What follows belongs to an exercise in optimizing a design on an open flow for small area and a short achievable clock period; a production flow would make more cautious choices.

==> v24 <==
Design processor, start of the top module:
module processor(clk,reset,instr,PC,opcode,rd_index,rs_index,rt_index,shamt,constant,address,rd_value,rs_value,rt_value,low_out,high_out,SR);
input clk,reset;
input [15:0] instr;
output [7:0] PC;
output [3:0] opcode;
output [2:0] rd_index, rs_index, rt_index, shamt;
output [5:0] constant;
output [8:0] address;
output [15:0] rd_value,rs_value,rt_value,low_out,high_out,SR;
control_unit cal1(instr,opcode,rd_index,rs_index,rt_index,shamt,constant,address);
wire [3:0] op = opcode;
reg [7:0] pc;
reg [15:0] R [0:7];
reg [15:0] RAM [0:7];
reg [15:0] hi, lo;
reg [3:0] flags_q;
wire op_r    = ~op[3];                  
wire op_rs   = ~(op[3] & op[2]);        
wire is_sw   = (op == 4'd11);
wire is_lw   = (op == 4'd10);
wire is_mul  = (op == 4'd3);
wire wr_en   = ~(is_mul | (op[3] & (op[2] | (op[1] & op[0]))));
wire [15:0] rs_v = op_rs ? R[rs_index] : 16'd0;
wire [15:0] rt_v = op_r ? R[rt_index] : 16'd0;
wire [15:0] st_v = R[rd_index];
assign rs_value = rs_v;
assign rt_value = rt_v;
wire use_c = op[3] & ~op[0] | is_sw;    
wire [15:0] addb = rt_v | (use_c ? {10'd0, constant} : 16'd0);
wire [15:0] sum = rs_v + addb;
wire [6:0] lo_sum = {1'b0, rs_v[5:0]} + {1'b0, constant};
wire ma_ok = (lo_sum[5:3] == 3'd0) & (lo_sum[6] ? (&rs_v[15:6]) : ~(|rs_v[15:6]));
wire [2:0] ma = sum[2:0];
wire [15:0] ram_rd = RAM[ma];
reg [15:0] rdv;
always @(*) begin
	case (op)
	4'd0, 4'd8: rdv = sum;
	4'd1: rdv = rs_v << shamt;
	4'd2: rdv = rs_v >> shamt;
	4'd4: rdv = lo;
	4'd5: rdv = hi;
	4'd6: rdv = rs_v | rt_v;
	4'd7: rdv = rs_v & rt_v;
	4'd9: rdv = {10'd0, constant};
	4'd10: rdv = ma_ok ? ram_rd : 16'd0;
	default: rdv = 16'd0;
	endcase
end
assign rd_value = rdv;
wire [31:0] prod;
mul16 mul(rs_v, rt_v, prod);
wire eq = (rs_v == rt_v);
wire lt = (rs_v < rt_v);
wire sgn_eq = (rs_v[15] == rt_v[15]);
wire [3:0] flags = {eq, ~eq & lt, ~eq & ~lt & ~sgn_eq, ~eq & ~lt & sgn_eq};
assign SR = {12'd0, flags_q};
assign low_out = lo;
assign high_out = hi;
assign PC = pc;
integer k;
always @(posedge clk, posedge reset) begin
	if (reset) begin
		pc <= 8'd0;
		hi <= 16'd0;
		lo <= 16'd0;
		flags_q <= 4'd0;
  ...
make LEC_CHECK=0 CAP_MARGIN=20 CORE_MARGIN=2 CORE_UTILIZATION=40 GPL_TIMING_DRIVEN=0 SLEW_MARGIN=20 finish   # period 8.5 ns
run.sh (not shown) runs the stock make flow with config.mk's settings and CLKGATE_MAP_FILE= SYNTH_SCRIPT=/design/flow/synth_recipe.tcl, a recipe that flattens the netlist after the stock synthesis.
==> inputs of v37, as changes to v24 <==
--- a/flow/design.v
+++ b/flow/design.v
@@ -18,19 +18,19 @@
 input [15:0] instr;
 output  [3:0] opcode;
 output  [2:0] rd_index,rs_index,rt_index,shamt;
 output [5:0] constant;
 output [8:0] address;
 decode call(instr,opcode,rd_index,rs_index,rt_index,constant,shamt,address);
 endmodule
 `timescale 1ns / 1ps
-module mul16(a, b, p);
+module mul16(a, b, s, c);
 input [15:0] a, b;
-output [31:0] p;
+output [31:0] s, c;
   wire [17:0] bx = {2'b00, b};
   wire [18:0] be = {bx, 1'b0};
   wire [16:0] ax = {1'b0, a};
   wire [17:0] ax2 = {1'b0, a, 1'b0};
   wire [7:0] neg, one, two;
   wire [16:0] pp0;
   wire [16:0] pp1;
   wire [16:0] pp2;
@@ -314,19 +314,18 @@
   wire t257 = t198 ^ t199 ^ 1'b1;
   wire t258 = (t198 & t199) | (t198 & 1'b1) | (t199 & 1'b1);
   wire t259 = t200 ^ t201 ^ pp8[13];
   wire t260 = (t200 & t201) | (t200 & pp8[13]) | (t201 & pp8[13]);
   wire t261 = t202 ^ t203 ^ 1'b1;
   wire t262 = (t202 & t203) | (t202 & 1'b1) | (t203 & 1'b1);
   wire t263 = t204 ^ ~neg[7] ^ pp8[15];
   wire t264 = (t204 & ~neg[7]) | (t204 & pp8[15]) | (~neg[7] & pp8[15]);
-  wire [31:0] ra = {t262, t260, t258, t256, t254, t252, t250, t248, t246, t244, t242, t240, t238, t236, t234, t232, t230, t228, t226, t224, t222, t220, t218, t216, t214, t212, t210, t208, t206, t205, pp0[1], pp0[0]};
-  wire [31:0] rb = {t263, t261, t259, t257, t255, t253, t251, t249, t247, t245, t243, t241, t239, t237, t235, t233, t231, t229, t227, t225, t223, t221, t219, t217, t215, t213, t211, t209, t207, neg[1], 1'b0, neg[0]};
-  assign p = ra + rb;
+  assign s = {t262, t260, t258, t256, t254, t252, t250, t248, t246, t244, t242, t240, t238, t236, t234, t232, t230, t228, t226, t224, t222, t220, t218, t216, t214, t212, t210, t208, t206, t205, pp0[1], pp0[0]};
+  assign c = {t263, t261, t259, t257, t255, t253, t251, t249, t247, t245, t243, t241, t239, t237, t235, t233, t231, t229, t227, t225, t223, t221, t219, t217, t215, t213, t211, t209, t207, neg[1], 1'b0, neg[0]};
 endmodule
 `timescale 1ns / 1ps
 `timescale 1ns / 1ps
 module processor(clk,reset,instr,PC,opcode,rd_index,rs_index,rt_index,shamt,constant,address,rd_value,rs_value,rt_value,low_out,high_out,SR);
 input clk,reset;
 input [15:0] instr;
 output [7:0] PC;
 output [3:0] opcode;
@@ -334,17 +333,18 @@
 output [5:0] constant;
 output [8:0] address;
 output [15:0] rd_value,rs_value,rt_value,low_out,high_out,SR;
 control_unit cal1(instr,opcode,rd_index,rs_index,rt_index,shamt,constant,address);
 wire [3:0] op = opcode;
 reg [7:0] pc;
 reg [15:0] R [0:7];
 reg [15:0] RAM [0:7];
-reg [15:0] hi, lo;
+reg [31:0] ps, pc2;    
+wire [15:0] hi, lo;
 reg [3:0] flags_q;
 wire op_r    = ~op[3];                  
 wire op_rs   = ~(op[3] & op[2]);        
 wire is_sw   = (op == 4'd11);
 wire is_lw   = (op == 4'd10);
 wire is_mul  = (op == 4'd3);
 wire wr_en   = ~(is_mul | (op[3] & (op[2] | (op[1] & op[0]))));
 wire [15:0] rs_v = op_rs ? R[rs_index] : 16'd0;
@@ -370,48 +370,51 @@
 	4'd6: rdv = rs_v | rt_v;
 	4'd7: rdv = rs_v & rt_v;
 	4'd9: rdv = {10'd0, constant};
 	4'd10: rdv = ma_ok ? ram_rd : 16'd0;
 	default: rdv = 16'd0;
 	endcase
 end
 assign rd_value = rdv;
-wire [31:0] prod;
-mul16 mul(rs_v, rt_v, prod);
+wire [31:0] mul_s, mul_c;
+mul16 mul(rs_v, rt_v, mul_s, mul_c);
+wire [31:0] prod = ps + pc2;
+assign lo = prod[15:0];
+assign hi = prod[31:16];
 wire eq = (rs_v == rt_v);
 wire lt = (rs_v < rt_v);
 wire sgn_eq = (rs_v[15] == rt_v[15]);
 wire [3:0] flags = {eq, ~eq & lt, ~eq & ~lt & ~sgn_eq, ~eq & ~lt & sgn_eq};
 assign SR = {12'd0, flags_q};
 assign low_out = lo;
 assign high_out = hi;
 assign PC = pc;
 integer k;
 always @(posedge clk, posedge reset) begin
 	if (reset) begin
 		pc <= 8'd0;
-		hi <= 16'd0;
-		lo <= 16'd0;
+		ps <= 32'd0;
+		pc2 <= 32'd0;
 		flags_q <= 4'd0;
 		for (k = 0; k < 8; k = k + 1) R[k] <= 7 - k;
 		RAM[0] <= 16'd1;
 		RAM[1] <= 16'd5;
 		RAM[2] <= 16'd0;
 		RAM[3] <= 16'd0;
 		RAM[4] <= 16'd3;
 		RAM[5] <= 16'd1;
 		RAM[6] <= 16'd1;
 		RAM[7] <= 16'd1;
 	end else begin
 		if (pc > 8'd14) pc <= 8'd0;
 		else if (op[3] & op[2] & ~(op[1] & op[0])) pc <= pc + address[7:0];
 		else pc <= pc + 8'd1;
 		if (is_mul) begin
-			hi <= prod[31:16];
-			lo <= prod[15:0];
+			ps <= mul_s;
+			pc2 <= mul_c;
 		end
 		flags_q <= flags;
 		if (wr_en) R[rd_index] <= rdv;
 		if (is_sw & ma_ok) RAM[ma] <= st_v;
 	end
 end
 endmodule
Settings changed: GPL_TIMING_DRIVEN 0 to not set.
==> results.toml <==
[logic_synthesis]
synth_area_leaders = "dfrtp_1 26%, fa_1 7.1%, nand2_1 6.2%, o21ai_0 5.1%, ha_1 5.0%"
synth-adder-area-share_pct = 12.1
synth_top_cell_area_share_pct = 26.4

[routing]
wl_per_cell_um = 28.4

[timing]
worst_hold_slack_ns = 0.465

[setup_path]
cp_num_buf_inv = 7
crit_path_max_incr_delay_ns = 0.61
critPathSlowestCell = "mux2i_1"

[cells_and_area]
buffers = 336
utilization_pct = 45.9
n_antenna_cell = 2

[status]
status = "finished clean"
-- figures above: v37

==> results.toml <==
[cells_and_area]
buffers = 546
utilization_pct = 50.2

[timing]
worst_hold_slack_ns = 0.476
fin_ws_ns = -0.0276
finalSetupViolCount = 6

[setup_path]
crit_path_max_incr_delay_ns = 0.59

[logic_synthesis]
synth-adder-area-share_pct = 12.8

[status]
status = "failed layout checks"
failed_checks = "setup timing"
-- figures above: v24

Function was not checked in any run of this note: the RTL went through the layout flow alone.

-- re-timing with driven ports --
The flow's constraints put no driver on any port. The routed layouts listed below were extracted and timed again, unchanged, in two steps.
Step 1 assumes that a clkbuf_16 drives the clock port and a buf_2 every other input.
Step 2 moves the port delays by t, midway between the first and last clock arrival at a register: inputs arrive t later, outputs are due t later. That takes back most of the time a late clock gives input paths.
a / b / c = ideal ports / drivers / drivers and shift; a / b = the first two.
run | shift t [ns] | setup slack, ns | pins driven straight from the clock port
v24 | 0.663 | -0.028 / -0.054 / -0.614 | 1
v37 | 0.652 | 0.143 / 0.109 / 0.109 | 1
The setup slack of v24, which loses most, moves by -0.026 ns with the drivers and by -0.586 ns with both steps.
